What follows belongs to an exercise in optimizing a design on an open flow for small area; a production flow would make more cautious choices. Where RTL was checked, it was by simulation tests only, not by an equivalence proof against the original. The RTL of runs 3, 5 and 6 was laid out without a check of its function. The clock port is modelled as an ideal driver, which makes a skipped or thinned clock tree look cheaper than it is; a real chip needs a root buffer or a tree. No activity file was given, so power comes from the tool's default toggle rates.

<file path="config.mk">
export PLATFORM = sky130hd
export DESIGN_NAME = Top_UART
export DESIGN_NICKNAME = Top_UART
export VERILOG_FILES = /design/flow/design.v
export SDC_FILE = /design/flow/constraint.sdc
export NUM_CORES = 4
export LEC_CHECK = 0
export CAP_MARGIN = 20
export CORE_MARGIN = 2
export CORE_UTILIZATION = 40
export SLEW_MARGIN = 20
</file>
<file path="constraint.sdc">
create_clock -name core_clock -period 10.0 [get_ports {i_clk}]
set_input_delay 2.0000 -clock core_clock [delete_from_list [all_inputs] [get_ports {i_clk}]]
set_output_delay 2.0000 -clock core_clock [all_outputs]
set_load 0.01 [all_outputs]
</file>
<file path="design.v">
`timescale 1ns / 1ps
module BaudGenerator#(parameter BAUD_RATE = 19200,
                      parameter OVERSAMPLING_FACTOR = 16,
                      parameter CLOCK_FREQUENCY = 100000000)
(
        input i_clk,           
        input i_reset,
        output o_tickSignal    
);
   localparam counter_max_value = CLOCK_FREQUENCY / (BAUD_RATE * OVERSAMPLING_FACTOR);  
    reg[8:0] counter;  
    assign o_tickSignal = (counter == counter_max_value);     
    always @(posedge i_clk)
        begin
            if (i_reset)
                counter <= 0;
            else if (counter == counter_max_value) 
                counter <= 0;
			else
                counter <= counter + 1;
        end
endmodule
`timescale 1ns / 1ps
module Receiver#(parameter IO_SIZE = 8,  
                 parameter SB_TICK = 16  
                 )
(
    input wire i_clk,
    input wire i_reset,
    input wire i_rx,         
    input wire i_tick,       
    output reg o_rx_done,    
    output wire [IO_SIZE-1:0] o_data_out  
);
localparam IDLE  = 2'b00;
localparam START = 2'b01;
localparam DATA  = 2'b10;
localparam STOP  = 2'b11;
reg [1:0] state, next_state;                 
reg [3:0] ticks, next_ticks;                 
reg [2:0] bits_rx, bits_rx_next;             
reg [IO_SIZE-1:0] byte_rx, byte_rx_next;     
always @(posedge i_clk) begin
    if (i_reset) begin
        state <= IDLE;
        ticks <= 0;
        bits_rx <= 0;
        byte_rx <= 0;
    end
    else begin
        state <= next_state;
        ticks <= next_ticks;
        bits_rx <= bits_rx_next;
        byte_rx <= byte_rx_next;
    end
end
always @(*) begin
    next_state = state;
    next_ticks = ticks;
    bits_rx_next = bits_rx;
    byte_rx_next = byte_rx;
    o_rx_done = 1'b0;
    case (state)
        IDLE:
            if (~i_rx) begin  
               next_state = START;
               next_ticks = 0; 
               o_rx_done = 1'b0;
            end
        START:
            if (i_tick) begin
                if (ticks == 7) begin
                    next_state = DATA;
                    next_ticks = 0;
                    bits_rx_next = 0;
                end
                else begin
                    next_ticks = ticks + 1;
                end
            end
        DATA:
            if (i_tick) begin
                if (ticks == SB_TICK-1) begin
                    next_ticks = 0;
                    byte_rx_next = {i_rx, byte_rx[IO_SIZE-1:1]}; 
                    if (bits_rx == (IO_SIZE-1)) begin
                        next_state = STOP;
                    end
                    else begin
                        bits_rx_next = bits_rx + 1;
                    end
                end
                else begin 
                    next_ticks = ticks + 1;
                end
            end
        STOP:
            if (i_tick) begin
                if (ticks == (SB_TICK-1)) begin
                    next_state = IDLE;
                    if(i_rx) begin
                        o_rx_done = 1'b1;
                    end
                end 
                else begin
                    next_ticks = ticks + 1;
                end
            end
        default: 
            next_state = IDLE;   
    endcase
end
assign o_data_out = byte_rx;
endmodule
`timescale 1ns / 1ps
module Interface_Rx(
    input wire i_clk, i_reset,
    input wire [7:0] i_data,               
    input wire i_reception_done,           
    input wire i_alu_result_ready,         
    output wire [7:0] o_data_A,            
    output wire [7:0] o_data_B,            
    output wire [5:0] o_opcode,            
    output wire o_ready                    
);
    localparam STATE_A = 2'b00;        
    localparam STATE_B = 2'b01;        
    localparam STATE_OPCODE = 2'b10;   
    localparam STATE_READY = 2'b11;    
    reg [1:0] state, next_state;                  
    reg [7:0] buffer_A, buffer_B;                 
    reg [7:0] next_buffer_A, next_buffer_B;       
    reg [5:0] buffer_opcode, next_opcode;         
    reg ready_flag, next_ready_flag;              
    always @(posedge i_clk) begin
        if (i_reset) begin
            state      <= STATE_A;
            buffer_A   <= 8'b00000000;
            buffer_B   <= 8'b00000000;
            buffer_opcode <= 8'b00000000;
            ready_flag <= 1'b0;
        end
        else begin
            state <= next_state;
            buffer_A <= next_buffer_A;
            buffer_B <= next_buffer_B;
            buffer_opcode <= next_opcode;
            ready_flag <= next_ready_flag;
        end
    end
    always @(*) begin
        next_state = state;
        next_buffer_A = buffer_A;
        next_buffer_B = buffer_B;
        next_opcode = buffer_opcode;
        next_ready_flag = ready_flag;
        case (state)
            STATE_A: begin
                if (i_reception_done) begin
                    next_buffer_A = i_data;     
                    next_state = STATE_B;
                end
            end
            STATE_B: begin
                if (i_reception_done) begin
                    next_buffer_B = i_data;     
                    next_state = STATE_OPCODE;
                end
            end
            STATE_OPCODE: begin
                if (i_reception_done) begin
                    next_opcode = i_data[5:0];  
                    next_state = STATE_READY;
                    next_ready_flag = 1'b1;     
                end
            end
            STATE_READY: begin 
                if (i_alu_result_ready)  begin   
                    next_state = STATE_A;       
                    next_ready_flag = 1'b0;  
                 end           
            end
            default:
            next_state = STATE_A;
        endcase
    end
    assign o_data_A = buffer_A;
    assign o_data_B = buffer_B;
    assign o_opcode = buffer_opcode;
    assign o_ready = ready_flag;
endmodule
`timescale 1ns / 1ps
module ALU#(parameter DATA_SIZE = 8)(
    input [7:0] i_OperandoA,
    input [7:0] i_OperandoB,
    input  [5:0] i_opcode,
    input i_clk, i_reset,                            
    input i_start,                           
    output [DATA_SIZE - 1 : 0] o_output,     
    output o_alu_result_ready                      
);
    localparam SRL      =   6'b101000;    
    localparam SRA      =   6'b100111;    
    localparam ADD      =   6'b100000;
    localparam SUBU     =   6'b100010;    
    localparam AND      =   6'b100100; 
    localparam OR       =   6'b100101; 
    localparam XOR      =   6'b100110; 
    localparam NOR      =   6'b101001;
   reg[DATA_SIZE : 0] reg_resultado;  
   reg alu_result_ready;
    always @(*) begin     
     alu_result_ready = i_start;
	 case (i_opcode)
                SRL  : reg_resultado    = i_OperandoB  >>  i_OperandoA;
                SRA  : reg_resultado    = $signed(i_OperandoB) >>>  i_OperandoA;
                ADD  : reg_resultado    = $signed (i_OperandoA) + $signed (i_OperandoB);
                SUBU : reg_resultado    = $signed (i_OperandoA) - $signed (i_OperandoB);
                AND  : reg_resultado    =  i_OperandoA & i_OperandoB;
                OR   : reg_resultado    =  i_OperandoA | i_OperandoB;
                XOR  : reg_resultado    =  i_OperandoA ^ i_OperandoB;
                NOR  : reg_resultado    = ~(i_OperandoA | i_OperandoB);
                default: reg_resultado   = {DATA_SIZE{1'b1}};
	    endcase
    end
    assign o_alu_result_ready = alu_result_ready;
    assign o_output = reg_resultado;
endmodule
`timescale 1ns / 1ps
module Interface_Tx(
        input wire i_clk, i_reset,
        input wire [7:0] i_data,            
        input wire i_transmission_done,     
        input wire i_alu_result_ready,             
        output wire [7:0] o_data,           
        output wire o_interface_tx_full      
    );
    reg [7:0] buffer, buffer_next;
    reg tx_full_flag, tx_full_flag_next;
    always@(posedge i_clk) begin
        if(i_reset)begin
            buffer <= 0; 
            tx_full_flag <= 0;   
        end
        else begin
            buffer <= buffer_next;
            tx_full_flag <= tx_full_flag_next;
        end
    end
    always@(*) begin
        buffer_next = buffer;
        tx_full_flag_next = tx_full_flag;
        if(i_transmission_done) begin
            tx_full_flag_next = 1'b0;            
        end 
       if(i_alu_result_ready) begin    
           if(~tx_full_flag)begin
            buffer_next = i_data;                  
            tx_full_flag_next = 1'b1;           
           end
        end
     end
    assign o_data = buffer;                      
    assign o_interface_tx_full = tx_full_flag;    
endmodule
`timescale 1ns / 1ps
module Transmitter(
        input wire i_clk, i_reset,
        input wire i_tx_start, i_tickSignal,
        input wire [7:0] i_received_data_tx,     
        output wire o_transmission_done,
        output wire o_transmitted_data_tx
    );
    localparam idle = 2'b00;
    localparam start = 2'b01;
    localparam data = 2'b10;
    localparam stop = 2'b11;
    reg [1:0] state, next_state;                 
    reg [2:0] bit_counter, next_bit_counter;     
    reg [3:0] tick_counter, next_tick_counter;   
    reg [7:0] data_reg, next_data_reg;           
    reg tx_reg, tx_next;                         
    reg transmission_done, transmission_done_next;
    always@(posedge i_clk)
        begin
            if (i_reset) begin
                state <= 2'b0;
                bit_counter <= 3'b0;
                tick_counter <= 4'b0;
                data_reg <= 8'b0;
                tx_reg <= 1'b0;
                transmission_done <= 1'b0;
            end
            else begin
                state <= next_state;
                bit_counter <= next_bit_counter;
                tick_counter <= next_tick_counter;
                data_reg <= next_data_reg;
                tx_reg <= tx_next;
                transmission_done <= transmission_done_next;
            end
        end
        always@*
            begin
                next_state = state;
                next_data_reg = data_reg;
                next_bit_counter = bit_counter;
                next_tick_counter = tick_counter;
                transmission_done_next = 1'b0;
                case(state)
                    idle:
                        begin
                            tx_next = 1'b1;                          
                            if(i_tx_start && !transmission_done) begin    
                                next_state = start;
                                transmission_done_next = 1'b0;
                                next_tick_counter = 4'b0;         
                                next_data_reg = i_received_data_tx;  
                            end
                        end
                     start:
                        begin
                            tx_next = 1'b0;                          
                            if(i_tickSignal) begin
                                if(tick_counter == 15) begin
                                    next_state = data;
                                    next_tick_counter = 4'b0;
                                    next_bit_counter = 3'b0;
                                end
                                else begin
                                    next_tick_counter = tick_counter + 1;
                                end
                            end
                        end
                     data:
                        begin
                            tx_next = data_reg[0];                       
                            if(i_tickSignal) begin
                                if(tick_counter == 15) begin
                                    next_tick_counter = 4'b0;
                                    next_data_reg = data_reg >> 1;       
                                    if(bit_counter == 7) begin
                                        next_state = stop;
                                    end
                                    else begin
                                        next_bit_counter = bit_counter + 1;
                                    end 
                                end
                                else begin
                                    next_tick_counter = tick_counter + 1;
                                end
                            end                           
                        end
                    stop:
                        begin
                            tx_next = 1'b1;          
                            if(i_tickSignal) begin
                                if (tick_counter == 15) begin
                                    next_state = idle;
                                    next_tick_counter = 4'b0;
                                    transmission_done_next = 1'b1;
                                end   
                                else begin
                                    next_tick_counter = tick_counter + 1;
                                end                               
                            end 
                        end
                    default: 
                    next_state = idle; 
                endcase
            end  
    assign o_transmitted_data_tx = tx_reg;  
    assign o_transmission_done = transmission_done;
endmodule
`timescale 1ns / 1ps
module Top_UART(
    input wire i_clk,           
    input wire i_reset,         
    input wire i_rx,            
    output wire o_tx,
    output wire [7:0] operando_A, operando_B
);
    wire tx_done, rx_done;
    wire [7:0] alu_out;
    wire [7:0] byte_to_transmit;
    wire tx_interface_buffer_full;
    wire tickSignal;
    wire [7:0] byte_recived;
    wire [5:0] opcode;
    wire alu_start;
    wire alu_result_ready;
    BaudGenerator u_baud_generator (
        .i_clk(i_clk),
        .i_reset(i_reset),
        .o_tickSignal(tickSignal)      
    );
    Receiver u_rx (
        .i_clk(i_clk),
        .i_reset(i_reset),
        .i_rx(i_rx),            
        .i_tick(tickSignal),
        .o_rx_done(rx_done),
        .o_data_out(byte_recived)           
    );
    Interface_Rx u_interface_rx (
        .i_clk(i_clk),
        .i_reset(i_reset),
        .i_data(byte_recived),     
        .i_reception_done(rx_done),    
        .i_alu_result_ready(alu_result_ready),       
        .o_data_A(operando_A),         
        .o_data_B(operando_B),         
        .o_opcode(opcode),             
        .o_ready(alu_start)                
    );
    ALU u_alu (
        .i_OperandoA(operando_A),
        .i_OperandoB(operando_B),
        .i_opcode(opcode),
        .i_clk(i_clk),
        .i_reset(i_reset),
        .i_start(alu_start),               
        .o_output(alu_out),         
        .o_alu_result_ready(alu_result_ready)              
    );
    Interface_Tx u_interface_tx (
        .i_clk(i_clk),
        .i_reset(i_reset),
        .i_data(alu_out),           
        .i_alu_result_ready(alu_result_ready),       
        .i_transmission_done(tx_done),  
        .o_data(byte_to_transmit),              
        .o_interface_tx_full(tx_interface_buffer_full)   
    );
    Transmitter u_tx (
        .i_clk(i_clk),
        .i_reset(i_reset),
        .i_tx_start(tx_interface_buffer_full),         
        .i_tickSignal(tickSignal),     
        .i_received_data_tx(byte_to_transmit),  
        .o_transmission_done(tx_done), 
        .o_transmitted_data_tx(o_tx)   
    );
endmodule
</file>
<file path="run.sh">
#!/bin/bash
# synth_recipe.tcl (not shown) runs the flow's synth.tcl, then flattens the netlist and writes it again
# the make line also repeats each setting of config.mk as NAME=value (left out here)
make -C /OpenROAD-flow-scripts/flow DESIGN_CONFIG=/design/flow/config.mk WORK_HOME=/design/flow/orfs CLKGATE_MAP_FILE= SYNTH_SCRIPT=/design/flow/synth_recipe.tcl finish
</file>
==> results of run 1 <==
==> report_power, final <==
part | leakage (nW) | switching [mW] | internal, mW
registers | 0.639 | 0.0269 | 0.356
clock network | 0.126 | 0.125 | 0.167
logic | 1.40 | 0.146 | 0.102
==> per-stage QoR <==
stage | power (mW) | worst slack, ps
floorplan | 0.5849 | 7050
global placement | 0.6288 | 6308
detailed placement | 0.6379 | 6261
CTS | 0.9349 | 6050
global route | 0.9871 | 5951
finish | 0.9223 | 6045
==> layout make-up <==
type                    instances  area (um2)  share of cell area [%]
well taps                     172       215.2                   3.818
multi-input cells             471        3272                   58.05
inverters                      31       116.4                   2.064
repair buffers                 20       192.7                   3.418
clock inverters                 4       22.52                  0.3996
flip-flops and latches         79        1582                   28.06
clock buffers                  12       236.5                   4.195
==> logic make-up after synthesis <==
family / Yosys count
flops: 79
mux: 54
fa+ha+maj: 49
xor+xnor: 17
compound gates: 137
buf+inv: 54
simple gates: 214
==> synth_stat cells (3+ instances only) <==
library cell  instances  area, um2
dfxtp_1              79       1582
nor2_1               72      270.3
nand2_1              56      210.2
mux2i_1              50      500.5
ha_1                 48      600.6
a21oi_1              41      205.2
inv_1                30      112.6
o21ai_0              29      145.1
nand3_1              17      85.08
a211oi_1             14      105.1
clkbuf_1             13      48.80
nand2b_1             13      81.33
nor3_1               10      50.05
xor2_1                9      78.83
a31oi_1               8      50.05
xnor2_1               8      70.07
a22oi_1               7      52.55
o21a_1                6      45.04
o22ai_1               6      37.54
and2_1                5      31.28
nand4_1               5      31.28
nor2b_1               5      31.28
a21o_1                4      30.03
and3_1                4      25.02
clkbuf_8              4      55.05
nand3b_1              4      30.03
o211ai_1              4      30.03
or4_1                 4      30.03
buf_2                 3      15.01
nor3_2                3      30.03
nor3b_1               3      22.52
==> layer usage <==
metal | GRT usage [%] | routed length [um]
met3 | 2.781 | 506
met5 | 0 | 0
met2 | 31.41 | 5806
met4 | 6.980 | 206
met1 | 25.97 | 5885
==> final timing paths <==
| check | endpoint | slack (ps) | startpoint |
|---|---|---|---|
| max | operando_A[1] | 6050 | u_interface_rx.buffer_A[1]$_SDFFE_PP0P_ |
| min | u_tx.data_reg[7]$_SDFFE_PP0P_ | 470 | u_tx.data_reg[7]$_SDFFE_PP0P_ |
| max reg2reg | u_interface_tx.buffer[7]$_SDFFE_PP0P_ | 7020 | u_interface_rx.buffer_opcode[5]$_SDFFE_PP0P_ |
| min reg2reg | u_tx.data_reg[7]$_SDFFE_PP0P_ | 470 | u_tx.data_reg[7]$_SDFFE_PP0P_ |
==> results_dict.tcl, run 1 <==
set metrics [dict create \
    drt-initial-drc-count 263 \
    place_inst 773 \
    start_util_pct 40.65 \
    num_vias 4344 \
    die_x_um 117.0 \
    cp.buffers_inverters 1 \
    worstPathRequired_ps 8000 \
    cts_made_buffers 9 \
    regMostFlops "u_baud_generator.counter" \
    vdd_drop_max_mv 0.1111 \
    cts.clk_slew.worst_paths_ps 60 \
    maxSlewViolCount 0 \
    holdPathStages 2 \
    syn_nets 656 \
    worstMarginPinSlew_ps 970.0 \
    critical_path.cell_chain "clkdlybuf4s50_1" \
    critPathCaptureType "output pin" \
    gp_congestion 0.9043 \
    drc_errors 0 \
    fin_tns_setup_ps 0 \
    timing.hold.ws_ps 474.6 \
    synth_top_family_by_area "simple AND/OR/NAND/NOR gates" \
    postRouteAntennaNets 0 \
    cp_top_family "flip-flops" \
    fin_worst_skew_ps 4.963 \
    final_common_cell "dfxtp_1" \
    path_class "reg2out" \
    largest_reg_flops 9 \
    postCtsResizedCells 0 \
    synth_compound_area_share_pct 17.17 \
    die_h_um 117.0 \
    fin_cells 789 \
    die_area_um2 13690 \
    p_leak_nw 2.167 \
    hpwl_mm 9.129 \
    place_area_um2 5378 \
    clk-insertion-delay-late_ps 340 \
    critical_path_arrival_ps 1950 \
    ys_warn_count 6 \
    max_stage_delay_ps 920 \
    cts_root_buf "clkbuf_16" \
    drv_cap 0 \
    hold_viol_final 0 \
    fin_crit_ps 3955 \
    synth_cell_types 64 \
    grt_pass1_wl_mm 20.56 \
    synthSimpleGateAreaFrac_pct 20.70 \
    io_buffers 19 \
    wirelength_mm 12.40 \
    power_density_nw_per_um2 163.6 \
    postCtsSetupRepairBufs 0 \
    outcome "complete, no violations" \
    rsz0062_at_grt "false" \
    worstRegToRegCells 11 \
    grt_pass1_vias 4158 \
    clockBufferDepth 2 \
    syn2layout_area_growth_pct 10.34 \
    n_antenna_cell 0 \
    synth_edf_count 0 \
    ys_ff_latch 79 \
    worst_slew_margin_rel_pct 35.34 \
    overflow 0 \
    dr.pass1.iters 5 \
    pin_count 20 \
    utilization_pct 44.85 \
    synthMuxAreaShare_pct 11.12 \
    finalSetupViolCount 0 \
    start_kind "flop" \
    min_path_type "reg2reg" \
    nFillCells 1247 \
    grt_start_max_net_pins 63 \
    layout.nets 664 \
    avgSynthCellArea_um2 8.458 \
    clock.fmax_mhz 252.9 \
    cts-htree-levels 3 \
    cp.depth 1 \
    synth-main-ff-cell "dfxtp_1" \
    slowest_stage "dfxtp_1" \
    clock_sinks 79 \
    synth_xor_area_share_pct 2.915 \
    synthArstFlopShare_pct 0 \
    grt_usage_pct 19.23 \
    ys_seq_area_share_pct 30.96 \
    fin_area_um2 5637 \
    cts_tree "done" \
    most-common-layout-cells "dfxtp_1, nor2_1, nand2_1" \
    cp_max_fo 20 \
    row_count 41 \
    detail_route.vias_per_cell 5.506 \
    antenna_found_initial 0 \
    synth_area_um2 5109 \
    wl_per_cell_um 15.72 \
    cts_hold_buf 0 \
    drive_gt1_share_pct 5.024 \
    synthAdderAreaFrac_pct 12.15 \
    period_share_pct 39.55 \
    syn_inst 604 \
    fp.coreArea_um2 12570 \
]
==> inputs of run 2 (changes only) <==
==> design.v (replaced) <==
`timescale 1ns / 1ps
module Top_UART(
    input wire i_clk,
    input wire i_reset,
    input wire i_rx,
    output wire o_tx,
    output wire [7:0] operando_A, operando_B
);
    reg [8:0] bcnt;
    wire tick = (bcnt == 9'd325);
    always @(posedge i_clk)
        if (i_reset | tick) bcnt <= 9'd0;
        else                bcnt <= bcnt + 9'd1;
    reg        ridle;
    reg [3:0]  rt;
    reg [9:0]  rsr;
    wire rseg    = tick & (rt == 4'd15);
    wire rx_done = ~ridle & rseg & rsr[0] & i_rx;
    wire [7:0] rbyte = rsr[9:2];
    always @(posedge i_clk) begin
        if (i_reset)
            ridle <= 1'b1;
        else if (ridle) begin
            if (~i_rx) ridle <= 1'b0;
        end else if (rseg & rsr[0])
            ridle <= 1'b1;
    end
    always @(posedge i_clk) begin
        if (ridle) begin
            rt  <= 4'd8;
            rsr <= 10'b10_0000_0000;
        end else begin
            if (tick) rt <= rt + 4'd1;
            if (rseg) rsr <= {i_rx, rsr[9:1]};
        end
    end
    reg [1:0] ist;           
    reg [7:0] ra, rb;
    always @(posedge i_clk) begin
        if (i_reset) begin
            ist <= 2'd0;
            ra  <= 8'd0;
            rb  <= 8'd0;
        end else if (rx_done) begin
            ist <= {ist[0], ~(ist[1] | ist[0])};
            if (ist == 2'd0) ra <= rbyte;
            if (ist == 2'd1) rb <= rbyte;
        end
    end
    assign operando_A = ra;
    assign operando_B = rb;
    wire load = rx_done & ist[1];
    localparam C_ADD = 4'd0, C_SUB = 4'd1, C_AND = 4'd2, C_OR = 4'd3,
               C_XOR = 4'd4, C_NOR = 4'd5, C_SRA = 4'd6, C_SRL = 4'd7,
               C_FF = 4'd8;
    reg [3:0] opc;
    reg [3:0] cls;
    always @(*) begin
        case (rbyte[5:0])
            6'b100000: cls = C_ADD;
            6'b100010: cls = C_SUB;
            6'b100100: cls = C_AND;
            6'b100101: cls = C_OR;
            6'b100110: cls = C_XOR;
            6'b101001: cls = C_NOR;
            6'b100111: cls = C_SRA;
            6'b101000: cls = C_SRL;
            default:   cls = C_FF;
        endcase
    end
    always @(posedge i_clk)
        if (load) opc <= cls;
    reg [7:0] tc;
    wire [3:0] s = tc[7:4];
    wire pre = ~s[3] & s[2] & ~s[0];
    wire tadv = pre | (tick & (s[3] | s[2]));
    always @(posedge i_clk) begin
        if (i_reset)   tc <= 8'd0;
        else if (load) tc <= 8'h6E;
        else if (tadv) tc <= tc + 8'd1;
    end
    wire tseg = tick & (tc[3:0] == 4'd15);
    wire [2:0] bi = s[2:0];
    wire shift = (opc == C_SRA) | (opc == C_SRL);
    wire [3:0] bidx = {1'b0, bi} + (shift ? {1'b0, ra[2:0]} : 4'd0);
    wire ovf = bidx[3] | (|ra[7:3]);
    wire a = ra[bi];
    wire b = rb[bidx[2:0]];
    reg cy;
    wire sub = (opc == C_SUB);
    wire bx = b ^ sub;
    wire cout = (a & bx) | (a & cy) | (bx & cy);
    always @(posedge i_clk)
        if (~s[3])     cy <= sub;
        else if (tseg) cy <= cout;
    reg rbit;
    always @(*) begin
        case (opc)
            C_ADD, C_SUB: rbit = a ^ bx ^ cy;
            C_AND: rbit = a & b;
            C_OR:  rbit = a | b;
            C_XOR: rbit = a ^ b;
            C_NOR: rbit = ~(a | b);
            C_SRA: rbit = ovf ? rb[7] : b;
            C_SRL: rbit = ~ovf & b;
            default: rbit = 1'b1;
        endcase
    end
    reg txr;
    always @(posedge i_clk)
        if (i_reset) txr <= 1'b0;
        else         txr <= s[3] ? rbit : ~s[0];
    assign o_tx = txr;
endmodule
==> results_dict.tcl, run 2 <==
set metrics [dict create \
    synth_edf_count 5 \
    power_density_nw_per_um2 123.0 \
    synth-main-ff-cell "dfxtp_1" \
    critical_path_arrival_ps 3820 \
    io_buffers 19 \
    syn2layout_area_growth_pct 12.31 \
    row_count 29 \
    largest_reg_flops 10 \
    worstPathRequired_ps 10240 \
    maxSlewViolCount 0 \
    grt_usage_pct 15.26 \
    detail_route.vias_per_cell 5.161 \
    worstMarginPinSlew_ps 947.3 \
    gp_congestion 0.7507 \
    drv_cap 0 \
    reg_top3 "rsr (10), bcnt (9)" \
    outcome "complete, no violations" \
    wl_per_cell_um 14.27 \
    drive_gt1_share_pct 7.241 \
    overflow 0 \
    num_vias 1894 \
    grt_pass1_wl_mm 9.018 \
    start_kind "flop" \
    die_area_um2 7377 \
    n_antenna_cell 0 \
    syn_inst 275 \
    synth_area_um2 2683 \
    cts_root_buf "clkbuf_8" \
    die_h_um 85.89 \
    netlist.area_leader.share_pct 38.06 \
    ys_warn_count 1 \
    min_path_type "reg2reg" \
    hpwl_mm 3.819 \
    postCtsSetupRepairBufs 0 \
    dr.pass1.iters 16 \
    period_share_pct 35.75 \
    worst_slew_margin_rel_pct 36.50 \
    die_x_um 85.89 \
    cts-htree-levels 2 \
    postRouteAntennaNets 0 \
    grt_pass1_vias 1847 \
    synthTopCellsByArea "dfxtp_1, mux2i_1, nor2_1" \
    cts_hold_buf 0 \
    path_class "reg2reg" \
    drt-initial-drc-count 62 \
    antenna_found_initial 0 \
    syn_nets 287 \
    synthArstFlopShare_pct 0 \
    rsz0062_at_grt "false" \
    layout.nets 301 \
    synth_cell_types 46 \
    ys_seq_area_share_pct 43.66 \
    fp.coreArea_um2 6422 \
    p_leak_nw 1.019 \
    clock_sinks 56 \
    wirelength_mm 5.237 \
    hold_viol_final 0 \
    clk-insertion-delay-late_ps 310 \
    most-common-layout-cells "nor2_1, dfxtp_1, mux2i_1" \
    cts.clk_slew.worst_paths_ps 100 \
    synth_top_cell_by_area "dfxtp_1" \
    pin_count 20 \
    grt_start_max_net_pins 30 \
    ys_ff_latch 56 \
    regMostFlops "rsr" \
    fin_worst_skew_ps 5.829 \
    clockBufferDepth 2 \
    start_util_pct 41.77 \
    finalSetupViolCount 0 \
    cts_tree "done" \
    postCtsResizedCells 0 \
    cp_max_fo 7 \
    drc_errors 0 \
    vdd_drop_max_mv 0.08919 \
    critPathCaptureType "flop" \
    fin_crit_ps 3575 \
    clock.fmax_mhz 279.7 \
    avgSynthCellArea_um2 9.755 \
    cts_made_buffers 5 \
    timing.hold.ws_ps 497.2 \
    fin_tns_setup_ps 0 \
    synthTopCellsByCount "dfxtp_1, nor2_1, mux2i_1" \
]
run 2: path summary, 6_finish.rpt:
check | cells past startpoint | from | endpoint | slack, ps
worst max register to register | 11 | opc[1]$_DFFE_PP_ | txr$_SDFF_PP0_ | 6420
worst min-delay path | 2 | rsr[1]$_SDFFE_PP0P_ | rsr[0]$_SDFFE_PP0P_ | 500
worst max-delay path | 11 | opc[1]$_DFFE_PP_ | txr$_SDFF_PP0_ | 6420
worst min register to register | 2 | rsr[1]$_SDFFE_PP0P_ | rsr[0]$_SDFFE_PP0P_ | 500
run 2: layout make-up:
class,instances,area (um2)
Fill cell,596,3410
Clock inverter,3,28.78
Timing Repair Buffer,19,185.2
Sequential cell,56,1171
Inverter,8,30.03
Multi-Input combinational cell,199,1433
Clock buffer,5,68.82
Tap cell,77,96.34
run 2: stage by stage:
step           cell area [um2]  power (mW)  util (%)  setup WS (ps)  instances
6_report                  3013      0.3704     46.91           6425        367
5_1_grt                   3013      0.3853     46.91           6196        367
4_1_cts                   3018      0.3763     46.99           6418        367
3_5_place_dp              2920      0.2432     45.47           6135        359
3_3_place_gp              2920      0.2431     45.47           6145        359
2_1_floorplan             2683      0.2403         -           6915        275
run 2: critical path: stages (launching register included):
cell and delay, ps:
edfxtp_1 490, and3b_1 260, and2_1 170, ha_1 200, fa_1 570, mux4_2 340
mux2i_1 480, xor2_1 240, fa_1 450, nor2_1 90, o21ai_0 70, a31oi_1 150
run 2: cell families (layout without fill, tap and decap cells):
logic type,Yosys count,in the layout,synth area share [%]
xor+xnor,19,19,6.203
simple gates,108,108,20.99
mux,33,33,14.18
flops,56,56,43.66
compound gates,30,30,7.089
fa+ha+maj,9,9,4.757
buf+inv,20,35,3.125
run 2: where the power goes:
part | switching, mW | internal [mW] | total [mW]
sequential | 0.00263 | 0.227 | 0.230
combinational | 0.00485 | 0.00303 | 0.00788
clock | 0.0796 | 0.0531 | 0.133
total | 0.0871 | 0.283 | 0.370
run 2: layer usage:
metal | part of all wire [%] | global-route usage (%) | wire length (um) | vias to the layer above
met1 | 53 | 21.97 | 2757 | 887
met5 | 0 | 0 | 0 | -
met3 | 1.9 | 2.695 | 98 | 4
li1 | - | - | - | 985
met4 | 0.88 | 4.040 | 46 | 0
met2 | 45 | 23.68 | 2335 | 18
==> inputs of run 3 (changes only) <==
--- a/design.v
+++ b/design.v
@@ -7,10 +7,10 @@
     output wire [7:0] operando_A, operando_B
 );
     reg [8:0] bcnt;
-    wire tick = (bcnt == 9'd325);
+    wire tick = ~bcnt[8] & ~bcnt[6] & bcnt[5] & ~bcnt[4] & bcnt[3] & bcnt[1];
     always @(posedge i_clk)
-        if (i_reset | tick) bcnt <= 9'd0;
-        else                bcnt <= bcnt + 9'd1;
+        if (i_reset | tick) bcnt <= 9'd48;
+        else                bcnt <= {bcnt[7:0], bcnt[8] ^ bcnt[3]};
     reg        ridle;
     reg [3:0]  rt;
     reg [9:0]  rsr;
@@ -50,26 +50,26 @@
     assign operando_A = ra;
     assign operando_B = rb;
     wire load = rx_done & ist[1];
-    localparam C_ADD = 4'd0, C_SUB = 4'd1, C_AND = 4'd2, C_OR = 4'd3,
-               C_XOR = 4'd4, C_NOR = 4'd5, C_SRA = 4'd6, C_SRL = 4'd7,
-               C_FF = 4'd8;
-    reg [3:0] opc;
-    reg [3:0] cls;
+    localparam K_ADD = 3'd0, K_SUB = 3'd1, K_XOR = 3'd2, K_MAJ = 3'd3,
+               K_NOR = 3'd4, K_SHF = 3'd5, K_FF = 3'd6;
+    reg [2:0] opc;
+    reg [2:0] kin;
+    reg       cin;
     always @(*) begin
         case (rbyte[5:0])
-            6'b100000: cls = C_ADD;
-            6'b100010: cls = C_SUB;
-            6'b100100: cls = C_AND;
-            6'b100101: cls = C_OR;
-            6'b100110: cls = C_XOR;
-            6'b101001: cls = C_NOR;
-            6'b100111: cls = C_SRA;
-            6'b101000: cls = C_SRL;
-            default:   cls = C_FF;
+            6'b100000: begin kin = K_ADD; cin = 1'b0; end
+            6'b100010: begin kin = K_SUB; cin = 1'b1; end
+            6'b100100: begin kin = K_MAJ; cin = 1'b0; end
+            6'b100101: begin kin = K_MAJ; cin = 1'b1; end
+            6'b100110: begin kin = K_XOR; cin = 1'b0; end
+            6'b101001: begin kin = K_NOR; cin = 1'b1; end
+            6'b100111: begin kin = K_SHF; cin = 1'b1; end
+            6'b101000: begin kin = K_SHF; cin = 1'b0; end
+            default:   begin kin = K_FF;  cin = 1'b0; end
         endcase
     end
     always @(posedge i_clk)
-        if (load) opc <= cls;
+        if (load) opc <= kin;
     reg [7:0] tc;
     wire [3:0] s = tc[7:4];
     wire pre = ~s[3] & s[2] & ~s[0];
@@ -81,28 +81,26 @@
     end
     wire tseg = tick & (tc[3:0] == 4'd15);
     wire [2:0] bi = s[2:0];
-    wire shift = (opc == C_SRA) | (opc == C_SRL);
+    wire shift = (opc == K_SHF);
     wire [3:0] bidx = {1'b0, bi} + (shift ? {1'b0, ra[2:0]} : 4'd0);
     wire ovf = bidx[3] | (|ra[7:3]);
     wire a = ra[bi];
     wire b = rb[bidx[2:0]];
     reg cy;
-    wire sub = (opc == C_SUB);
-    wire bx = b ^ sub;
-    wire cout = (a & bx) | (a & cy) | (bx & cy);
+    wire bx = b ^ (opc == K_SUB);
+    wire sum = a ^ bx ^ cy;
+    wire mj = (a & bx) | (a & cy) | (bx & cy);
+    wire upd = (opc == K_ADD) | (opc == K_SUB);
     always @(posedge i_clk)
-        if (~s[3])     cy <= sub;
-        else if (tseg) cy <= cout;
+        if (load)              cy <= cin;
+        else if (tseg & upd & s[3]) cy <= mj;
     reg rbit;
     always @(*) begin
         case (opc)
-            C_ADD, C_SUB: rbit = a ^ bx ^ cy;
-            C_AND: rbit = a & b;
-            C_OR:  rbit = a | b;
-            C_XOR: rbit = a ^ b;
-            C_NOR: rbit = ~(a | b);
-            C_SRA: rbit = ovf ? rb[7] : b;
-            C_SRL: rbit = ~ovf & b;
+            K_ADD, K_SUB, K_XOR: rbit = sum;
+            K_MAJ: rbit = mj;
+            K_NOR: rbit = ~mj;
+            K_SHF: rbit = ovf ? (cy & rb[7]) : b;
             default: rbit = 1'b1;
         endcase
     end
==> flow/run.sh (new file) <==
#!/bin/bash
bash standard.sh finish > flow_standard.log 2>&1
==> standard.sh (new file) <==
#!/bin/bash
# synth_recipe.tcl (not shown) runs the flow's synth.tcl, then flattens the netlist and writes it again
# the make line also repeats each setting of config.mk as NAME=value (left out here)
make -C /OpenROAD-flow-scripts/flow DESIGN_CONFIG=/design/flow/config.mk WORK_HOME=/design/flow/orfs CLKGATE_MAP_FILE= SYNTH_SCRIPT=/design/flow/synth_recipe.tcl "${@:-finish}"
removed: run.sh
==> results_dict.tcl, run 3 <==
set metrics [dict create \
    vdd_drop_max_mv 0.06188 \
    start_util_pct 41.42 \
    synth_area_um2 2630 \
    detail_route.vias_per_cell 5.603 \
    netlist.area_leader.share_pct 38.82 \
    finalSetupViolCount 0 \
    place_inst 365 \
    largest_reg_flops 10 \
    grt_pass1_wl_mm 9.177 \
    antenna_found_initial 0 \
    pin_count 20 \
    n_antenna_cell 0 \
    synthArstFlopShare_pct 0 \
    hold_viol_final 0 \
    final_common_cell "dfxtp_1" \
    start_kind "input pin" \
    maxSlewViolCount 0 \
    clk-insertion-delay-late_ps 300 \
    synthSimpleGateAreaFrac_pct 21.50 \
    fin_cells 373 \
    cts_root_buf "clkbuf_8" \
    cts_tree "done" \
    grt_start_max_net_pins 32 \
    worst_slew_margin_rel_pct 43.24 \
    wirelength_mm 5.384 \
    overflow 0 \
    fin_tns_setup_ps 0 \
    die_x_um 85.09 \
    grt_pass1_vias 1847 \
    clock_sinks 55 \
    io_buffers 19 \
    cts_made_buffers 5 \
    synth_top_family_by_area "simple AND/OR/NAND/NOR gates" \
    ys_ff_latch 55 \
    rrSetupSlack_ps 6420 \
    num_vias 2090 \
    drt-initial-drc-count 135 \
    rsz0062_at_grt "false" \
    synth_xor_area_share_pct 2.664 \
    critPathCaptureType "flop" \
    dr.pass1.iters 4 \
    reg2reg_to "txr$_SDFF_PP0_" \
    cts_hold_buf 0 \
    wl_per_cell_um 14.43 \
    synth_top_cell_by_area "dfxtp_1" \
    avgSynthCellArea_um2 9.164 \
    synthAdderAreaFrac_pct 3.901 \
    reg_top3 "rsr (10), bcnt (9)" \
    hpwl_mm 3.834 \
    synthTopCellsByCount "dfxtp_1, a21oi_1, nand3_1" \
    syn2layout_area_growth_pct 11.04 \
    timing.hold.ws_ps 432.2 \
    worstPathRequired_ps 10180 \
    outcome "complete, no violations" \
    drive_gt1_share_pct 6.081 \
    synthTopCellsByArea "dfxtp_1, a21oi_1, mux2i_1" \
    drv_cap 0 \
    ys_seq_area_share_pct 43.39 \
    syn_inst 287 \
    min_path_type "reg2reg" \
    postCtsResizedCells 0 \
    synthMuxAreaShare_pct 8.801 \
    drc_errors 0 \
    grt_usage_pct 15.74 \
    worstRegToRegCells 13 \
    utilization_pct 45.99 \
    regMostFlops "rsr" \
    ys_warn_count 1 \
    cts.clk_slew.worst_paths_ps 90 \
    clock.fmax_mhz 270.6 \
    synth-main-ff-cell "dfxtp_1" \
    yosysMostFrequentCell "dfxtp_1" \
    postRouteAntennaNets 0 \
    syn_nets 297 \
    gp_congestion 0.7719 \
    period_share_pct 36.95 \
    clockBufferDepth 2 \
    p_leak_nw 1.038 \
    synth_compound_area_share_pct 15.56 \
    hold_path.startpoint "bcnt[2]$_SDFF_PP0_" \
    fin_crit_ps 3695 \
    die_area_um2 7239 \
    postCtsSetupRepairBufs 0 \
    cp_max_fo 18 \
    synth_cell_types 48 \
    path_class "in2reg" \
    fp.coreArea_um2 6350 \
    row_count 29 \
    min_to "bcnt[3]$_SDFF_PP0_" \
    most-common-layout-cells "dfxtp_1, a21oi_1, nand3_1" \
    worstMarginPinSlew_ps 845.0 \
    critical_path_arrival_ps 3870 \
    cts-htree-levels 2 \
    die_h_um 85.09 \
    fin_worst_skew_ps 10.29 \
    layout.nets 305 \
    power_density_nw_per_um2 118.9 \
    r2r-start "opc[0]$_DFFE_PP_" \
    holdPathStages 1 \
    synth_edf_count 4 \
]
## run 3: changes by cell type after synthesis, moves of 15 or more
cell	before	now
nor2_1	51	20
a21oi_1	12	30
mux2i_1	29	13
nand3_1	6	22
o21ai_0	3	18
## run 3: worst max-delay path, cell delays in order
cell and delay (ps):
clkdlybuf4s50_1 500, nand3b_1 180, or4_1 800, o21ai_0 300, a21oi_1 90
## run 3: area by class of cell
type / count / area [um2]
sequential: 55 / 1141
inverter: 7 / 26.28
fill: 619 / 3430
clock buffer: 6 / 72.57
tap: 77 / 96.34
multi-input combinational: 206 / 1379
timing repair buffer: 20 / 197.7
clock inverter: 2 / 7.507
## run 3: metrics by stage
| stage | power (mW) | area (um2) | worst slack, ps |
|---|---|---|---|
| final | 0.3472 | 2920 | 6305 |
| after global routing | 0.3617 | 2920 | 6247 |
| after CTS | 0.3508 | 2920 | 6335 |
| after detailed placement | 0.2382 | 2840 | 6020 |
| after global placement | 0.2380 | 2840 | 6046 |
| after floorplan | 0.2355 | 2630 | 6774 |
## run 3: report_power, final
part | total [mW] | switching (mW) | internal, mW
Sequential | 0.225 | 0.00205 | 0.223
Clock | 0.114 | 0.0664 | 0.0480
Combinational | 0.00802 | 0.00442 | 0.00360
Total | 0.347 | 0.0728 | 0.274
## run 3: how the worst max path moves through the flow
| stage | start | endpoint | depth (start not counted) |
|---|---|---|---|
| after floorplan | i_rx | rb[6]$_SDFFE_PP0P_ | 6 |
| after global placement | i_rx | rb[5]$_SDFFE_PP0P_ | 5 |
| after detailed placement | i_rx | rb[2]$_SDFFE_PP0P_ | 5 |
| after CTS | i_rx | rb[2]$_SDFFE_PP0P_ | 5 |
| after global routing | i_rx | rb[7]$_SDFFE_PP0P_ | 5 |
| final | i_rx | rb[2]$_SDFFE_PP0P_ | 5 |
## run 3: cell families after synthesis
logic type               Yosys count
adder cells (fa/ha/maj)            7
multiplexers                      18
AO/OA/AOI/OAI                     73
flip-flops                        55
buffers and inverters             26
XOR/XNOR                           8
AND/OR/NAND/NOR                  100
## run 3: per-layer routing
metal,track usage (%),wire length (um)
met5,0,0
met4,6.061,140
met3,3.016,173
met2,21.24,2308
met1,24.48,2762
==> inputs of run 4 (changes only) <==
--- a/design.v
+++ b/design.v
@@ -36,16 +36,13 @@
     end
     reg [1:0] ist;           
     reg [7:0] ra, rb;
+    always @(posedge i_clk)
+        if (i_reset)      ist <= 2'd0;
+        else if (rx_done) ist <= {ist[0], ~(ist[1] | ist[0])};
+    wire [7:0] rdat = rbyte & {8{~i_reset}};
     always @(posedge i_clk) begin
-        if (i_reset) begin
-            ist <= 2'd0;
-            ra  <= 8'd0;
-            rb  <= 8'd0;
-        end else if (rx_done) begin
-            ist <= {ist[0], ~(ist[1] | ist[0])};
-            if (ist == 2'd0) ra <= rbyte;
-            if (ist == 2'd1) rb <= rbyte;
-        end
+        if (i_reset | (rx_done & (ist == 2'd0))) ra <= rdat;
+        if (i_reset | (rx_done & (ist == 2'd1))) rb <= rdat;
     end
     assign operando_A = ra;
     assign operando_B = rb;
==> flow/run.sh (replaced) <==
#!/bin/bash
# The standard layout with three changes:
#  - the synthesis script is the standard flow's own, except that ABC maps the logic with
#    an area-oriented script (flow/area.abc); registers are mapped as before;
#  - port buffers are the smallest buffer (buf_1);
#  - clock tree buffers are small ones, without dummy loads.
set -euo pipefail
here=$(pwd)
export FLOW_ABC_SCRIPT=$here/flow/area.abc
{ head -n 1 synth_recipe.tcl; cat flow/abc_override.tcl; tail -n +2 synth_recipe.tcl; } > flow_synth.tcl
bash standard.sh \
  SYNTH_SCRIPT=$here/flow_synth.tcl \
  "BUFFER_PORTS_ARGS=-buffer_cell sky130_fd_sc_hd__buf_1" \
  "CTS_ARGS=-sink_clustering_enable -repair_clock_nets -dont_use_dummy_load -buf_list sky130_fd_sc_hd__clkbuf_8" \
  finish > flow_standard.log 2>&1
==> flow/abc_override.tcl (new file) <==
# ORFS maps the logic with one abc call; give it an area-oriented script.
proc abc {args} {
  set i [lsearch -exact $args -script]
  if {$i >= 0} { lset args [expr {$i + 1}] $::env(FLOW_ABC_SCRIPT) }
  yosys abc {*}$args
}
==> flow/area.abc (new file) <==
strash
dch -f
amap
topo
==> results_dict.tcl, run 4 <==
set metrics [dict create \
    min_to "bcnt[6]$_SDFF_PP0_" \
    cts_hold_buf 0 \
    detail_route.vias_per_cell 5.270 \
    start_kind "input pin" \
    syn2layout_area_growth_pct 10.44 \
    power_density_nw_per_um2 139.7 \
    nFillCells 535 \
    wl_per_cell_um 13.65 \
    fp.coreArea_um2 5574 \
    regMostFlops "rsr" \
    clock_sinks 55 \
    rrSetupSlack_ps 6730 \
    cp_top_family "buffers and inverters" \
    finalSetupViolCount 0 \
    clk-insertion-delay-late_ps 310 \
    cts_root_buf "clkbuf_8" \
    synthSimpleGateAreaFrac_pct 16.04 \
    timing.hold.ws_ps 433.5 \
    row_count 27 \
    hpwl_mm 3.479 \
    cts_made_buffers 5 \
    clockBufferDepth 2 \
    synthArstFlopShare_pct 0 \
    synth_top_cell_by_area "dfxtp_1" \
    ys_ff_latch 55 \
    netlist.area_leader.share_pct 30.14 \
    path_class "in2reg" \
    clock.fmax_mhz 258.3 \
    worstRegToRegCells 18 \
    synth_area_um2 2325 \
    synthTopCellsByArea "dfxtp_1, edfxtp_1, nor2_1" \
    synth_edf_count 20 \
    grt_usage_pct 15.22 \
    grt_pass1_wl_mm 7.452 \
    vdd_drop_max_mv 0.07753 \
    p_leak_nw 0.8897 \
    hold_path.startpoint "bcnt[5]$_SDFF_PP1_" \
    min_path_type "reg2reg" \
    drt-initial-drc-count 76 \
    synthMuxAreaShare_pct 0 \
    cts_tree "done" \
    holdPathStages 2 \
    drc_errors 0 \
    maxSlewViolCount 0 \
    postRouteAntennaNets 0 \
    postCtsSetupRepairBufs 0 \
    avgSynthCellArea_um2 9.851 \
    postCtsResizedCells 0 \
    worst_slew_margin_rel_pct 42.86 \
    slowest_stage "a21oi_1" \
    cts-htree-levels 2 \
    regArea_um2 1301 \
    critical_path.cell_chain "buf_1, clkinv_1, a21oi_1" \
    die_area_um2 6438 \
    reg_top3 "rsr (10), bcnt (9)" \
    wirelength_mm 4.544 \
    io_buffers 19 \
    die_x_um 80.24 \
    outcome "complete, no violations" \
    max_stage_delay_ps 710 \
    worstPathRequired_ps 9910 \
    hold_viol_final 0 \
    pin_count 20 \
    antenna_found_initial 0 \
    synth_top_family_by_area "compound AO/OA/AOI/OAI gates" \
    grt_start_max_net_pins 21 \
    synth-main-ff-cell "dfxtp_1" \
    worstMarginPinSlew_ps 857.1 \
    synth_cell_types 30 \
    fin_worst_skew_ps 34.28 \
    cts.clk_slew.worst_paths_ps 90 \
    synthTopCellsByCount "dfxtp_1, nor2_1, clkinv_1" \
    synth_xor_area_share_pct 0 \
    fin_tns_setup_ps 0 \
    overflow 0 \
    synth_compound_area_share_pct 18.57 \
    r2r-start "opc[0]$_DFFE_PP_" \
    period_share_pct 38.71 \
    ys_seq_area_share_pct 55.97 \
    multiInputGateArea_um2 912.1 \
    cp.buffers_inverters 2 \
    rsz0062_at_grt "false" \
    ys_warn_count 1 \
    yosysMostFrequentCell "dfxtp_1" \
    syn_inst 236 \
    cp_max_fo 20 \
    drv_cap 0 \
    critical_path_arrival_ps 3780 \
    die_h_um 80.24 \
    syn_nets 246 \
    synthAdderAreaFrac_pct 4.413 \
    n_antenna_cell 0 \
    reg2reg_to "txr$_SDFF_PP0_" \
    critPathCaptureType "flop" \
    num_vias 1755 \
    most-common-layout-cells "dfxtp_1, nor2_1, clkinv_1" \
    fin_crit_ps 3871 \
    final_common_cell "dfxtp_1" \
    largest_reg_flops 10 \
    dr.pass1.iters 5 \
    start_util_pct 41.71 \
    gp_congestion 0.7732 \
    drive_gt1_share_pct 2.682 \
    grt_pass1_vias 1569 \
    layout.nets 273 \
]
==> run 4: cell count changes after synthesis, sizes merged, moves of 14 or more <==
cell,before,now
clkinv,0,31
nor2,20,34
a21oi,30,16
dfxtp,51,35
edfxtp,4,20
nand3,22,7
==> run 4: cell families (layout without fill, tap and decap cells) <==
logic type               after synthesis  after routing
AO/OA/AOI/OAI                         64             64
adder cells (fa/ha/maj)                7              7
buffers and inverters                 31             56
flip-flops                            55             55
AND/OR/NAND/NOR                       79             79
==> run 4: worst max path at each step <==
stage,from,to,depth (start not counted)
3_5_place_dp,i_reset,ra[6]$_DFFE_PP_,3
2_1_floorplan,i_rx,rb[0]$_DFFE_PP_,4
6_report,i_reset,ra[1]$_DFFE_PP_,3
4_1_cts,i_reset,ra[4]$_DFFE_PP_,3
3_3_place_gp,i_reset,ra[4]$_DFFE_PP_,3
5_1_grt,i_reset,ra[5]$_DFFE_PP_,3
==> run 4: worst min-delay path: stages (launching register included) <==
cell,delay [ps]
dfxtp_1,310
clkinv_1,50
nor2_1,40
==> run 4: layer usage <==
metal	vias up	global-route usage [%]	wire length, um
met1	803	21.85	2343
met5	-	0	0
met3	2	4.157	174
met2	30	22.08	1991
li1	920	-	-
met4	0	5.085	34
==> run 4: through the flow <==
stage | util [%] | setup WS (ps) | std cells | power [mW] | cell area [um2]
floorplan | - | 6416 | 236 | 0.2504 | 2325
global placement | 44.74 | 5873 | 328 | 0.2564 | 2494
detailed placement | 44.74 | 5843 | 328 | 0.2565 | 2494
CTS | 45.97 | 6132 | 333 | 0.3626 | 2562
global route | 46.06 | 5865 | 333 | 0.3733 | 2567
finish | 46.06 | 6129 | 333 | 0.3586 | 2567
==> run 4: power breakdown <==
part | total (mW) | switching [mW] | leakage (nW) | internal (mW)
Combinational | 0.0124 | 0.00830 | 0.374 | 0.00408
Clock | 0.107 | 0.0621 | 0.0359 | 0.0453
Sequential | 0.239 | 0.00331 | 0.480 | 0.236
Total | 0.359 | 0.0737 | 0.890 | 0.285
==> run 4: cell type report <==
| cell class | count | area share (%) |
|---|---|---|
| Inverter | 31 | 4.532 |
| Timing Repair Buffer | 20 | 3.070 |
| Multi-Input combinational cell | 150 | 35.53 |
| Tap cell | 72 | 3.509 |
| Sequential cell | 55 | 50.68 |
| Clock buffer | 5 | 2.680 |
==> inputs of run 5 (changes only) <==
==> design.v (replaced) <==
`timescale 1ns / 1ps
module Top_UART(
    input wire i_clk,
    input wire i_reset,
    input wire i_rx,
    output wire o_tx,
    output wire [7:0] operando_A, operando_B
);
    reg [8:0] bcnt;
    wire tick = bcnt[0] & ~bcnt[2] & ~bcnt[5] & bcnt[6] & bcnt[7] & ~bcnt[8];
    always @(posedge i_clk)
        if (i_reset | tick) bcnt <= 9'd17;
        else                bcnt <= {~bcnt[7:0], bcnt[8] ^ bcnt[1]};
    reg        ridle;
    reg [3:0]  rt;
    reg [9:0]  rsr;
    wire rseg    = tick & (rt == 4'd15);
    wire rx_done = ~ridle & rseg & rsr[0] & i_rx;
    wire [7:0] rbyte = rsr[9:2];
    always @(posedge i_clk) begin
        if (i_reset)
            ridle <= 1'b1;
        else if (ridle) begin
            if (~i_rx) ridle <= 1'b0;
        end else if (rseg & rsr[0])
            ridle <= 1'b1;
    end
    always @(posedge i_clk) begin
        if (ridle) begin
            rt  <= 4'd8;
            rsr <= 10'b10_0000_0000;
        end else begin
            if (tick) rt <= rt + 4'd1;
            if (rseg) rsr <= {i_rx, rsr[9:1]};
        end
    end
    reg [1:0] ist;           
    reg [7:0] ra, rb;
    always @(posedge i_clk)
        if (i_reset)      ist <= 2'd0;
        else if (rx_done) ist <= {ist[0], ~(ist[1] | ist[0])};
    wire [7:0] rdat = rbyte & {8{~i_reset}};
    always @(posedge i_clk) begin
        if (i_reset | (rx_done & (ist == 2'd0))) ra <= rdat;
        if (i_reset | (rx_done & (ist == 2'd1))) rb <= rdat;
    end
    assign operando_A = ra;
    assign operando_B = rb;
    wire load = rx_done & ist[1];
    reg [7:0] tc;
    wire [3:0] s = tc[7:4];
    wire pre = ~s[3] & s[2] & ~s[0];
    wire tadv = pre | (tick & (s[3] | s[2]));
    wire tend = (tc[3:0] == 4'd15);
    always @(posedge i_clk) begin
        if (load)      tc[3:0] <= 4'hE;
        else if (tadv) tc[3:0] <= tc[3:0] + 4'd1;
        if (i_reset)   tc[7:4] <= 4'd0;
        else if (load) tc[7:4] <= 4'd6;
        else if (tadv & tend) tc[7:4] <= tc[7:4] + 4'd1;
    end
    wire tseg = tick & tend;
    wire [5:0] o = rbyte[5:0];
    wire valid = o[5] & ~o[4] & ~(o[3] & (o[2] | o[1])) & ~(~o[3] & ~o[2] & o[0]);
    reg [2:0] opc;
    reg cy;
    wire [2:0] bi = s[2:0];
    wire p2 = opc[2], p1 = opc[1], p0 = opc[0];
    wire shift = (~p2 & p1 & p0 & cy) | (p2 & ~p1 & ~cy);
    wire [3:0] bidx = {1'b0, bi} + (shift ? {1'b0, ra[2:0]} : 4'd0);
    wire ovf = bidx[3] | (|ra[7:3]);
    wire a = ra[bi];
    wire b = rb[bidx[2:0]];
    wire sub = ~p2 & ~p1 & p0;
    wire bx = b ^ sub;
    wire sum = a ^ bx ^ cy;
    wire mj = (a & bx) | (a & cy) | (bx & cy);
    wire upd = ~p2 & ~p1;
    always @(posedge i_clk) begin
        if (load) begin
            opc <= o[3:1] | {3{~valid}};
            cy  <= o[0] | (~o[2] & o[1]);
        end else if (tseg & upd & s[3])
            cy <= mj;
    end
    wire shb = ovf ? (cy & rb[7]) : b;
    wire rbit = p2 ? (p1 ? 1'b1 : (cy ? ~mj : shb)) : (p1 ? (p0 ? (cy ? shb : sum) : mj) : sum);
    reg txr;
    always @(posedge i_clk)
        if (i_reset) txr <= 1'b0;
        else         txr <= s[3] ? rbit : ~s[0];
    assign o_tx = txr;
endmodule
==> results_dict.tcl, run 5 <==
set metrics [dict create \
    synth_cell_types 34 \
    outcome "complete, no violations" \
    synth_top_cell_by_area "dfxtp_1" \
    critPathCaptureType "flop" \
    cp_max_fo 6 \
    postRouteAntennaNets 0 \
    grt_pass1_vias 1568 \
    syn_nets 232 \
    pin_count 20 \
    fin_crit_ps 3896 \
    overflow 0 \
    r2r-start "cy$_DFFE_PP_" \
    rsz0062_at_grt "false" \
    fp.coreArea_um2 5507 \
    cts_root_buf "clkbuf_8" \
    cts-htree-levels 2 \
    worstMarginPinSlew_ps 732.3 \
    nFillCells 528 \
    synth-main-ff-cell "dfxtp_1" \
    io_buffers 19 \
    syn_inst 221 \
    postCtsSetupRepairBufs 0 \
    clk-insertion-delay-late_ps 300 \
    critical_path.cell_chain "clkinv_1, o221ai_1, nor2b_1, ha_1, fa_1, clkinv_1, o22ai_1, nor2_1, a31oi_1, nor2_1, a21oi_1, fa_1, o21ai_0, a21oi_1, o22ai_1, o21ai_0, a21oi_1, nor2_1" \
    min_path_type "reg2reg" \
    drive_gt1_share_pct 2.449 \
    worst_slew_margin_rel_pct 50.86 \
    clockBufferDepth 2 \
    min_to "bcnt[5]$_SDFF_PP0_" \
    rrSetupSlack_ps 6100 \
    regMostFlops "rsr" \
    cts_made_buffers 5 \
    netlist.area_leader.share_pct 30.68 \
    drt-initial-drc-count 79 \
    synthArstFlopShare_pct 0 \
    reg_top3 "rsr (10), bcnt (9)" \
    start_util_pct 41.47 \
    clock.fmax_mhz 256.7 \
    detail_route.vias_per_cell 5.271 \
    ys_warn_count 1 \
    fin_worst_skew_ps 14.67 \
    die_x_um 79.56 \
    num_vias 1671 \
    antenna_found_initial 0 \
    synthTopCellsByArea "dfxtp_1, edfxtp_1, nor2_1" \
    drc_errors 0 \
    syn2layout_area_growth_pct 10.30 \
    worstRegToRegCells 18 \
    finalSetupViolCount 0 \
    die_area_um2 6329 \
    hold_path.startpoint "bcnt[4]$_SDFF_PP1_" \
    layout.nets 258 \
    cts.clk_slew.worst_paths_ps 90 \
    worstPathRequired_ps 10150 \
    grt_start_max_net_pins 17 \
    hold_viol_final 0 \
    slowest_stage "fa_1" \
    largest_reg_flops 10 \
    holdPathStages 1 \
    synth_area_um2 2283 \
    path_class "reg2reg" \
    p_leak_nw 0.8650 \
    n_antenna_cell 0 \
    start_kind "flop" \
    synthTopCellsByCount "dfxtp_1, nor2_1, clkinv_1" \
    grt_pass1_wl_mm 7.320 \
    max_stage_delay_ps 540 \
    drv_cap 0 \
    hpwl_mm 3.314 \
    synth_edf_count 20 \
    cts_tree "done" \
    ys_ff_latch 55 \
    finalPower_uw 369.0 \
    wirelength_mm 4.356 \
    cts_hold_buf 0 \
    maxSlewViolCount 0 \
    power_density_nw_per_um2 146.5 \
    period_share_pct 38.96 \
    critical_path_arrival_ps 4050 \
    avgSynthCellArea_um2 10.33 \
    gp_congestion 0.7857 \
    ys_seq_area_share_pct 56.99 \
    dr.pass1.iters 4 \
    final_common_cell "dfxtp_1" \
    row_count 27 \
    yosysMostFrequentCell "dfxtp_1" \
    fin_tns_setup_ps 0 \
    vdd_drop_max_mv 0.09366 \
    postCtsResizedCells 0 \
    die_h_um 79.56 \
    grt_usage_pct 14.96 \
    most-common-layout-cells "dfxtp_1, nor2_1, clkinv_1" \
    wl_per_cell_um 13.74 \
    clock_sinks 55 \
    reg2reg_to "txr$_SDFF_PP0_" \
]
[run 5: cell types whose count changed after synthesis, sizes merged, moves of 3 or more]
cell | previous run | this run
a22oi | 2 | 7
clkinv | 31 | 25
o221ai | 2 | 5
a31oi | 4 | 1
nor4 | 5 | 1
a21oi | 16 | 12
o22ai | 4 | 8
o21ai | 14 | 10
a221oi | 7 | 4
and3 | 6 | 1
[run 5: cells by family after synthesis]
family	share of synthesized area, %
AND/OR/NAND/NOR	14.03
AO/OA/AOI/OAI	19.84
buffers and inverters	4.110
flip-flops	56.99
adder cells (fa/ha/maj)	5.041
[run 5: final cells by class]
class / instances / area, um2 / share of cell area [%]
Multi-Input combinational cell: 141 / 893.4 / 35.47
Clock buffer: 5 / 68.82 / 2.732
Inverter: 25 / 93.84 / 3.726
Sequential cell: 55 / 1301 / 51.66
Timing Repair Buffer: 19 / 71.32 / 2.832
Tap cell: 72 / 90.09 / 3.577
[run 5: layer usage]
layer,GRT usage [%],vias to the layer above,routed length (um)
met2,21.85,34,2000
li1,-,871,-
met5,0,-,0
met3,3.281,7,157
met1,21.02,759,2136
met4,7.069,0,61
[run 5: stage by stage]
step	hold slack [ps]	std cells	utilization [%]	cell area, um2	setup slack, ps
floorplan	368.2	221	-	2283	6598
global placement	369.4	312	44.40	2445	6102
detailed placement	376.6	312	44.40	2445	5940
CTS	389.9	317	45.65	2514	5947
global route	431.0	317	45.74	2519	5590
finish	387.5	317	45.74	2519	6104
[run 5: how the worst max path moves through the flow]
stage	end	cells after the start	slack, ps	from
after floorplan	ra[0]$_DFFE_PP_	2	6600	i_rx
after global placement	ra[0]$_DFFE_PP_	9	6100	bcnt[8]$_SDFF_PP0_
after detailed placement	ra[1]$_DFFE_PP_	9	5940	bcnt[8]$_SDFF_PP0_
after CTS	ra[0]$_DFFE_PP_	9	5950	bcnt[8]$_SDFF_PP0_
after global routing	txr$_SDFF_PP0_	18	5590	cy$_DFFE_PP_
final	txr$_SDFF_PP0_	18	6100	cy$_DFFE_PP_
[run 5: critical path, delay by kind of cell, from the launching register on]
family	cells	cell delay (ps)
AND/OR/NAND/NOR	4	260
adder cells (fa/ha/maj)	3	1220
buffers and inverters	2	240
AO/OA/AOI/OAI	9	1540
flip-flops	1	480
[run 5: power breakdown]
part           total, mW  internal (mW)  switching, mW
registers          0.244          0.238        0.00548
logic             0.0179        0.00690         0.0110
clock network      0.107         0.0453         0.0618
==> inputs of run 6 (changes only) <==
==> flow/run.sh (replaced) <==
#!/bin/bash
# The standard layout with these changes:
#  - the synthesis script is the standard flow's own, except that ABC maps the logic with
#    an area-oriented script (flow/area.abc); registers are mapped as before;
#  - port buffers are the smallest buffer (buf_1);
#  - after CTS, its tree is replaced by two clkbuf_16 driven from the clock
#    port, each driving one half of the flip-flops (flow/clock_tree.tcl).
set -euo pipefail
here=$(pwd)
export FLOW_ABC_SCRIPT=$here/flow/area.abc
export FLOW_CLK_K=2
export FLOW_CLK_BUF=sky130_fd_sc_hd__clkbuf_16
{ head -n 1 synth_recipe.tcl; cat flow/abc_override.tcl; tail -n +2 synth_recipe.tcl; } > flow_synth.tcl
bash standard.sh \
  SYNTH_SCRIPT=$here/flow_synth.tcl \
  "BUFFER_PORTS_ARGS=-buffer_cell sky130_fd_sc_hd__buf_1" \
  "CTS_ARGS=-sink_clustering_enable -repair_clock_nets -dont_use_dummy_load -buf_list sky130_fd_sc_hd__clkbuf_8" \
  POST_CTS_TCL=$here/flow/clock_tree.tcl \
  finish > flow_standard.log 2>&1
==> flow/clock_tree.tcl (new file) <==
# Replace the clock tree built by CTS with FLOW_CLK_K buffers driven straight
# from the clock port, each driving one cluster of the clock sinks (k-means on
# the sink locations), placed at its cluster's centre.
set block [ord::get_db_block]
set clk_port_net [$block findNet i_clk]
set bufs {}
foreach inst [$block getInsts] {
  set m [[$inst getMaster] getName]
  if {[string match "sky130_fd_sc_hd__clkbuf_*" $m] && [string match "clkbuf_*" [$inst getName]]} {
    lappend bufs [$inst getName]
  }
}
puts "flow: removing clock tree buffers: $bufs"
if {[llength $bufs] > 0} { remove_buffers {*}$bufs }
set pts {}
foreach it [$clk_port_net getITerms] {
  set inst [$it getInst]
  set bb [$inst getBBox]
  set x [expr {([$bb xMin] + [$bb xMax]) / 2.0}]
  set y [expr {([$bb yMin] + [$bb yMax]) / 2.0}]
  lappend pts [list [$inst getName] [[$it getMTerm] getName] $x $y]
}
set k $::env(FLOW_CLK_K)
set n [llength $pts]
# initial centres: sinks spread by sorted x+y
set sorted [lsort -real -index 2 $pts]
set cs {}
for {set i 0} {$i < $k} {incr i} {
  set p [lindex $sorted [expr {int(($i + 0.5) * $n / $k)}]]
  lappend cs [list [lindex $p 2] [lindex $p 3]]
}
for {set iter 0} {$iter < 50} {incr iter} {
  set groups {}
  for {set i 0} {$i < $k} {incr i} { lappend groups {} }
  foreach p $pts {
    set best 0; set bd 1e30
    for {set i 0} {$i < $k} {incr i} {
      set c [lindex $cs $i]
      set d [expr {abs([lindex $p 2] - [lindex $c 0]) + abs([lindex $p 3] - [lindex $c 1])}]
      if {$d < $bd} { set bd $d; set best $i }
    }
    lset groups $best [concat [lindex $groups $best] [list $p]]
  }
  set cs {}
  foreach g $groups {
    set sx 0; set sy 0
    foreach p $g { set sx [expr {$sx + [lindex $p 2]}]; set sy [expr {$sy + [lindex $p 3]}] }
    set m [llength $g]
    if {$m == 0} { set m 1 }
    lappend cs [list [expr {$sx / $m}] [expr {$sy / $m}]]
  }
}
set dbu [$block getDbUnitsPerMicron]
for {set i 0} {$i < $k} {incr i} {
  set g [lindex $groups $i]
  if {[llength $g] == 0} continue
  set pins {}
  foreach p $g { lappend pins [get_pins "[lindex $p 0]/[lindex $p 1]"] }
  set c [lindex $cs $i]
  set cx [expr {[lindex $c 0] / $dbu}]; set cy [expr {[lindex $c 1] / $dbu}]
  set ib [insert_buffer -buffer_cell $::env(FLOW_CLK_BUF) -net i_clk -load_pins $pins -location [list $cx $cy] -buffer_name clkleaf_$i -net_name clkleaf_$i]
  set bi [$block findInst [get_full_name $ib]]
  puts "flow: buffer [$bi getName] [[$bi getMaster] getName] drives [llength $g] sinks at $cx $cy"
  foreach it [$bi getITerms] {
    if {[$it isOutputSignal]} { [$it getNet] setSigType CLOCK }
  }
}
$clk_port_net setSigType CLOCK
detailed_placement
check_placement -verbose
estimate_parasitics -placement
--- a/config.mk
+++ b/config.mk
@@ -7,5 +7,5 @@
 export LEC_CHECK = 0
 export CAP_MARGIN = 20
 export CORE_MARGIN = 2
-export CORE_UTILIZATION = 40
+export CORE_UTILIZATION = 70
 export SLEW_MARGIN = 20
==> results_dict.tcl, run 6 <==
set metrics [dict create \
    reg_top3 "rsr (10), bcnt (9)" \
    finalSetupViolCount 0 \
    die_h_um 61.12 \
    maxSlewViolCount 0 \
    period_share_pct 39.78 \
    met3_wirelength_um 369 \
    grt_pass1_wl_mm 7.631 \
    synthTopCellsByCount "dfxtp_1, nor2_1, clkinv_1" \
    ys_seq_area_share_pct 56.99 \
    drc_errors 0 \
    synthArstFlopShare_pct 0 \
    cts.clk_slew.worst_paths_ps 100 \
    slowest_stage "fa_1" \
    worstPathRequired_ps 10020 \
    fin_worst_skew_ps 17.11 \
    cp_max_fo 6 \
    fin_tns_setup_ps 0 \
    pin_count 20 \
    layout.nets 255 \
    hold_viol_final 0 \
    synth_top_cell_by_area "dfxtp_1" \
    grt_pass1_vias 1647 \
    synth-main-ff-cell "dfxtp_1" \
    fin_crit_ps 3978 \
    syn2layout_area_growth_pct 7.945 \
    hpwl_mm 3.623 \
    detail_route.vias_per_cell 6.510 \
    most-common-layout-cells "dfxtp_1, nor2_1, clkinv_1" \
    final_common_cell "dfxtp_1" \
    postRouteAntennaNets 0 \
    avgSynthCellArea_um2 10.33 \
    wl_per_cell_um 16.97 \
    overflow 0 \
    wirelength_mm 4.852 \
    synthTopCellsByArea "dfxtp_1, edfxtp_1, nor2_1" \
    netlist.area_leader.share_pct 30.68 \
    max_stage_delay_ps 540 \
    path_class "reg2reg" \
    drt-initial-drc-count 323 \
    ys_ff_latch 55 \
    grt_start_max_net_pins 32 \
    drive_gt1_share_pct 1.240 \
    finalPower_uw 350.5 \
    die_area_um2 3735 \
    synth_cell_types 34 \
    place_area_um2 2410 \
    fp.coreArea_um2 3078 \
    power_density_nw_per_um2 142.2 \
    num_vias 1862 \
    clock.fmax_mhz 251.4 \
    start_kind "flop" \
    dr.pass1.iters 7 \
    nFillCells 207 \
    grt_usage_pct 31.33 \
    outcome "complete, no violations" \
    rsz0062_at_grt "false" \
    worstMarginPinSlew_ps 726.6 \
    critical_path_arrival_ps 4000 \
    dr_wl_met2_mm 2.428 \
    largest_reg_flops 10 \
    utilization_pct 80.08 \
    p_leak_nw 0.8537 \
    regMostFlops "rsr" \
    fin_area_um2 2465 \
    min_path_type "reg2reg" \
    critPathCaptureType "flop" \
    row_count 20 \
    vdd_drop_max_mv 0.1502 \
    gp_congestion 0.8581 \
    synth_area_um2 2283 \
    io_buffers 19 \
    highest_layer "met4" \
    die_x_um 61.12 \
    n_antenna_cell 0 \
    drv_cap 0 \
    syn_nets 232 \
    synth_edf_count 20 \
    syn_inst 221 \
    ys_warn_count 1 \
    clock_sinks 55 \
    antenna_found_initial 0 \
    critical_path.cell_chain "clkinv_1, o221ai_1, nor2b_1, ha_1, fa_1, clkinv_1, o22ai_1, nor2_1, a31oi_1, nor2_1, a21oi_1, fa_1, o21ai_0, a21oi_1, o22ai_1, o21ai_0, a21oi_1, nor2_1" \
    yosysMostFrequentCell "dfxtp_1" \
    wl_met1_mm 1.886 \
    clk-insertion-delay-late_ps 170 \
    worst_slew_margin_rel_pct 51.23 \
    start_util_pct 74.19 \
]
## run 6: cell counts after synthesis
No cell type changed its count.
## run 6: worst paths after layout
| path | start | to | slack [ps] | cells after the start |
|---|---|---|---|---|
| worst max-delay path | cy$_DFFE_PP_ | txr$_SDFF_PP0_ | 6020 | 18 |
| worst min-delay path | bcnt[4]$_SDFF_PP1_ | bcnt[5]$_SDFF_PP0_ | 400 | 1 |
| worst max register to register | cy$_DFFE_PP_ | txr$_SDFF_PP0_ | 6020 | 18 |
| worst min register to register | bcnt[4]$_SDFF_PP1_ | bcnt[5]$_SDFF_PP0_ | 400 | 1 |
## run 6: critical path, delay by kind of cell (launching register included)
kind	cells	cell delay (ps)
flops	1	500
fa+ha+maj	3	1220
buf+inv	2	260
simple gates	4	270
compound gates	9	1580
## run 6: per-layer routing
layer	up-vias	GRT usage, %
met5	-	0
met4	0	10.56
met3	22	4.412
met2	119	54.71
met1	852	40.08
li1	869	-
## run 6: cell families after synthesis
group	share of synthesized area [%]
flip-flops	56.99
buffers and inverters	4.110
adder cells (fa/ha/maj)	5.041
AO/OA/AOI/OAI	19.84
AND/OR/NAND/NOR	14.03
## run 6: stage by stage
stage | hold slack [ps] | std cells | worst slack [ps]
floorplan | 368.2 | 221 | 6598
global placement | 381.2 | 284 | 6264
detailed placement | 375.9 | 284 | 5980
global route | 423.2 | 286 | 5732
finish | 401.7 | 286 | 6022
## run 6: power by group
part | internal, mW | total (mW) | switching, mW
sequential | 0.239 | 0.244 | 0.00572
combinational | 0.00698 | 0.0187 | 0.0117
clock | 0.0368 | 0.0876 | 0.0507
total | 0.282 | 0.350 | 0.0681
## run 6: area by class of cell, clock buffers not listed
| cell class | count | area [um2] | area share, % |
|---|---|---|---|
| Sequential cell | 55 | 1301 | 52.79 |
| Multi-Input combinational cell | 141 | 893.4 | 36.24 |
| Inverter | 25 | 93.84 | 3.807 |
| Timing Repair Buffer | 19 | 71.32 | 2.893 |
| Tap cell | 44 | 55.05 | 2.234 |
